This design comes from an exercise in tuning for small area, a short achievable clock period and few clock cycles on the open sky130 flow, not from production work. The RTL was checked by simulation tests, not by an equivalence proof against the original design.

==> 09-16: inputs <==
==> flow/design.v <==
`timescale 1ns / 10ps
module MU0 ( Addr, Dout, Halted, Rd, Wr, cc, fetch, regC, Clk, Din,
     Reset, srcC );
output  Halted, Rd, Wr, fetch;
input  Clk, Reset;
output [11:0]  Addr;
output [1:0]  cc;
output [15:0]  Dout;
output [15:0]  regC;
input [15:0]  Din;
input [1:0]  srcC;
reg  [15:0] ir;       
reg  [15:0] acc;      
reg  [11:0] pc;       
reg         dec;      
reg         pend;     
reg         sub;      
reg         lda;      
reg         halt;
wire n = acc[15];
wire z = ~|acc;
wire [2:0] op = ir[14:12];
wire mem_op = ~op[2];
wire is_sta = mem_op & ~op[1] & op[0];
wire is_jmp = op[2] & ~(op[1] & op[0]);
wire is_stp = &op;
wire taken = is_jmp & (~(op[1] | op[0]) | (op[0] & ~n) | (op[1] & ~z));
wire halted = halt | (dec & is_stp);
wire fet = ~halt & (~dec | is_jmp);
wire use_s = dec & (mem_op | taken);
assign Addr = use_s ? ir[11:0] : pc;
wire [11:0] ic;
assign ic[0] = Addr[0];
genvar j;
generate for (j = 1; j < 12; j = j + 1) begin : inc
  assign ic[j] = ic[j-1] & Addr[j];
end endgenerate
always @(posedge Clk)
  ir <= Din;
always @(posedge Clk or posedge Reset)
  if (Reset) begin
    pc <= 12'd0;
    dec <= 1'b0;
    pend <= 1'b0;
    sub <= 1'b0;
    lda <= 1'b0;
    halt <= 1'b0;
  end else begin
    if (fet) pc <= Addr ^ {ic[10:0], 1'b1};
    dec <= fet;
    pend <= dec & mem_op & ~is_sta;
    sub <= dec & mem_op & op[1] & op[0];
    lda <= dec & mem_op & ~op[1] & ~op[0];
    halt <= halted;
  end
wire [15:0] x = acc & {16{~lda}};
wire [15:0] y = (ir ^ {16{sub}}) & {16{pend}};
wire [16:0] c;
wire [15:0] g = x & y;
wire [15:0] p = x ^ y;
assign c[0] = sub;
genvar i;
generate for (i = 0; i < 16; i = i + 1) begin : add
  assign c[i+1] = g[i] | (p[i] & c[i]);
end endgenerate
always @(posedge Clk or posedge Reset)
  if (Reset) acc <= 16'd0;
  else       acc <= p ^ c[15:0];
assign Dout = acc;
assign Wr = dec & is_sta;
assign Rd = ~Wr;
assign fetch = fet;
assign Halted = halted;
assign cc = {n, z};
assign regC = srcC[1] ? {14'd0, n, z} : srcC[0] ? {4'd0, pc} : acc;
endmodule
==> flow/flow/run.sh <==
#!/bin/bash
# Layout flow: the standard flow (standard.sh) with
#  - synthesis mapped by flow/abc.script (area-oriented ABC mapping) and no
#    full/half-adder cell extraction,
#  - sky130_fd_sc_hd__buf_1 as the port buffer cell, sized up by repair,
#  - repair_timing aiming at a setup margin of SETUP_MARGIN ns.
# The whole make output goes to flow.log in the work folder; ORFS's own
# per-step logs are under orfs/logs/.
set -euo pipefail
W=$(pwd)
F=$W/flow
export MY_ABC_SCRIPT=$F/abc.script
export MY_ABC_DONTUSE="sky130_fd_sc_hd__maj3_1 sky130_fd_sc_hd__maj3_2 sky130_fd_sc_hd__maj3_4"
bash "$W/standard.sh" \
  SYNTH_SCRIPT="$F/synth.tcl" \
  ADDER_MAP_FILE= \
  SETUP_SLACK_MARGIN=4.5 \
  "BUFFER_PORTS_ARGS=-buffer_cell sky130_fd_sc_hd__buf_1" \
  finish > "$W/flow.log" 2>&1
==> flow/flow/abc.script <==
strash
dch
map -D 3000
topo
stime -c
==> flow/flow/synth.tcl <==
proc synth {args} { yosys synth -nofsm -noshare {*}$args }
proc abc {args} {
  set i [lsearch $args -script]
  if {$i >= 0} { set args [lreplace $args $i [expr {$i+1}] -script $::env(MY_ABC_SCRIPT)] }
  if {[info exists ::env(MY_ABC_DONTUSE)]} {
    foreach c $::env(MY_ABC_DONTUSE) { lappend args -dont_use $c }
  }
  yosys abc {*}$args
}
source $::env(SCRIPTS_DIR)/synth.tcl
# left out here: clear keep_hierarchy, flatten, clean up, hide names made inside functions, write 1_2_yosys.v
==> flow/standard.sh <==
#!/bin/bash
# synth_recipe.tcl (not shown) runs the flow's synth.tcl, then flattens the netlist and writes it again
# the make line also repeats each setting of config.mk as NAME=value (left out here)
make -C /OpenROAD-flow-scripts/flow DESIGN_CONFIG=/design/flow/config.mk WORK_HOME=/design/flow/orfs CLKGATE_MAP_FILE= SYNTH_SCRIPT=/design/flow/synth_recipe.tcl "${@:-finish}"
==> flow/config.mk <==
export PLATFORM = sky130hd
export DESIGN_NAME = MU0
export DESIGN_NICKNAME = MU0
export VERILOG_FILES = /design/flow/design.v
export SDC_FILE = /design/flow/constraint.sdc
export NUM_CORES = 8
export LEC_CHECK = 0
export CAP_MARGIN = 20
export CORE_MARGIN = 2
export CORE_UTILIZATION = 40
export SLEW_MARGIN = 20
==> flow/constraint.sdc <==
create_clock -name core_clock -period 9.0 [get_ports {Clk}]
set_input_delay 1.8000 -clock core_clock [delete_from_list [all_inputs] [get_ports {Clk}]]
set_output_delay 1.8000 -clock core_clock [all_outputs]
set_load 0.01 [all_outputs]
==> inputs of 08-25, as changes to 09-16 <==
--- a/flow/design.v
+++ b/flow/design.v
@@ -17,8 +17,8 @@
 reg         sub;      
 reg         lda;      
 reg         halt;
+reg         z;        
 wire n = acc[15];
-wire z = ~|acc;
 wire [2:0] op = ir[14:12];
 wire mem_op = ~op[2];
 wire is_sta = mem_op & ~op[1] & op[0];
@@ -35,26 +35,28 @@
 generate for (j = 1; j < 12; j = j + 1) begin : inc
   assign ic[j] = ic[j-1] & Addr[j];
 end endgenerate
+wire inv_d = dec & mem_op & op[1] & op[0];
 always @(posedge Clk)
-  ir <= Din;
+  ir <= Din ^ {16{inv_d}};
 always @(posedge Clk or posedge Reset)
   if (Reset) begin
     pc <= 12'd0;
     dec <= 1'b0;
     pend <= 1'b0;
     sub <= 1'b0;
-    lda <= 1'b0;
     halt <= 1'b0;
   end else begin
     if (fet) pc <= Addr ^ {ic[10:0], 1'b1};
     dec <= fet;
     pend <= dec & mem_op & ~is_sta;
-    sub <= dec & mem_op & op[1] & op[0];
-    lda <= dec & mem_op & ~op[1] & ~op[0];
+    sub <= inv_d;
     halt <= halted;
   end
+always @(posedge Clk or posedge Reset)
+  if (Reset) lda <= 1'b1;
+  else       lda <= dec & mem_op & ~op[1] & ~op[0];
 wire [15:0] x = acc & {16{~lda}};
-wire [15:0] y = (ir ^ {16{sub}}) & {16{pend}};
+wire [15:0] y = ir & {16{pend}};
 wire [16:0] c;
 wire [15:0] g = x & y;
 wire [15:0] p = x ^ y;
@@ -63,14 +65,26 @@
 generate for (i = 0; i < 16; i = i + 1) begin : add
   assign c[i+1] = g[i] | (p[i] & c[i]);
 end endgenerate
-always @(posedge Clk or posedge Reset)
-  if (Reset) acc <= 16'd0;
-  else       acc <= p ^ c[15:0];
+wire [15:0] sum = p ^ c[15:0];
+wire zero = ~|sum;
+always @(posedge Clk) begin
+  acc <= sum;
+  z <= zero;
+end
 assign Dout = acc;
 assign Wr = dec & is_sta;
 assign Rd = ~Wr;
 assign fetch = fet;
 assign Halted = halted;
 assign cc = {n, z};
-assign regC = srcC[1] ? {14'd0, n, z} : srcC[0] ? {4'd0, pc} : acc;
+MU0_regc rc (.regC(regC), .acc(acc), .pc(pc), .n(n), .z(z), .srcC(srcC));
 endmodule
+module MU0_regc (regC, acc, pc, n, z, srcC);
+output [15:0] regC;
+input  [15:0] acc;
+input  [11:0] pc;
+input         n, z;
+input  [1:0]  srcC;
+wire [15:0] m = srcC[0] ? {4'd0, pc} : acc;
+assign regC = srcC[1] ? {14'd0, n, z} : m;
+endmodule
==> flow/flow/run.sh (replaced) <==
#!/bin/bash
# Layout flow: the standard flow (standard.sh) with
#  - synthesis mapped by flow/abc.script (area-oriented ABC mapping), no
#    full/half-adder cell extraction, and the regC multiplexer (MU0_regc)
#    mapped on its own before the design is flattened,
#  - sky130_fd_sc_hd__buf_1 as the port buffer cell, sized up by repair,
#  - repair_timing aiming at a setup slack of 4.75 ns (a period of 4.25 ns),
#  - 60% core utilization,
#  - clock tree synthesis without dummy load cells.
# The whole make output goes to flow.log in the work folder; ORFS's own
# per-step logs are under orfs/logs/.
set -euo pipefail
W=$(pwd)
F=$W/flow
export MY_ABC_SCRIPT=$F/abc.script
export MY_ABC_DONTUSE="sky130_fd_sc_hd__maj3_1 sky130_fd_sc_hd__maj3_2 sky130_fd_sc_hd__maj3_4"
bash "$W/standard.sh" \
  SYNTH_SCRIPT="$F/synth.tcl" \
  ADDER_MAP_FILE= \
  SYNTH_KEEP_MODULES=MU0_regc \
  CORE_UTILIZATION=60 \
  "CTS_ARGS=-sink_clustering_enable -repair_clock_nets -dont_use_dummy_load" \
  SETUP_SLACK_MARGIN=4.75 \
  "BUFFER_PORTS_ARGS=-buffer_cell sky130_fd_sc_hd__buf_1" \
  finish > "$W/flow.log" 2>&1
==> flow/flow/abc.script (replaced) <==
strash
&get -n
&dch -f
&nf -D 3000
&put
topo
stime -c
==> metrics.cfg <==
[floorplan]
fp.dieW_um=68.6

[setup_path]
cpPeakStageDelay_ps=180

[placed_design]
hpwl_um=3880

[pwr]
internal-power_uw=572
powerSeq_uw=383

[outcome]
status=no timing/DRC/antenna violations

(the above is from 08-25)
==> metrics.cfg <==
[outcome]
status=no timing/DRC/antenna violations

[finish]
reg.largest.list=acc x16, ir x16, pc x12
nClkBuffers=8

[pwr]
powerSeq_uw=368

[job]
maxCapViolCount=0

[placed_design]
hpwl_um=5200

[floorplan]
fp.dieW_um=85.5

[setup_path]
path_cells=buf_6 > clkinv_4 > o21ai_1 > a21oi_1 > a21oi_2 > clkbuf_2
cpPeakStageDelay_ps=190

[timing]
timing.hold.ws_ps=446

(the above is from 09-16)
Testbench counts of 09-16, summed over its fixed seeds: cycles 48,860.
Testbench counts of 08-25, summed over its fixed seeds: cycles 48,860.

[static timing again, ports no longer ideal]
The flow's constraints put no driver on any port. The routed layouts listed below were extracted and timed again, unchanged, in two steps.
Step 1 sets driving cells, clkbuf_16 on the clock port and buf_2 on the other inputs (assumed; they add their load-dependent delay and slew).
Step 2 moves the port delays by t, midway between the first and last clock arrival at a register: inputs arrive t later, outputs are due t later. That takes back most of the time a late clock gives input paths.
Three values: no drivers, after step 1, after step 2; two values: the first two.
run | t, ns | slack for setup (ns) | worst hold slack (ns) | clock arrival spread, ns | worst register clock-pin slew, ns
09-16 | 0.323 | 4.541 / 4.502 / 4.502 | 0.446 / 0.446 / 0.446 | 0.008 / 0.007 | 0.09 / 0.09
08-25 | 0.320 | 4.797 / 4.769 / 4.769 | 0.531 / 0.531 / 0.531 | 0.017 / 0.017 | 0.09 / 0.09
After both steps every run listed still meets setup and hold. For 09-16, which loses most, drivers alone change the setup slack by -0.039 ns; drivers and shift together by -0.039 ns.
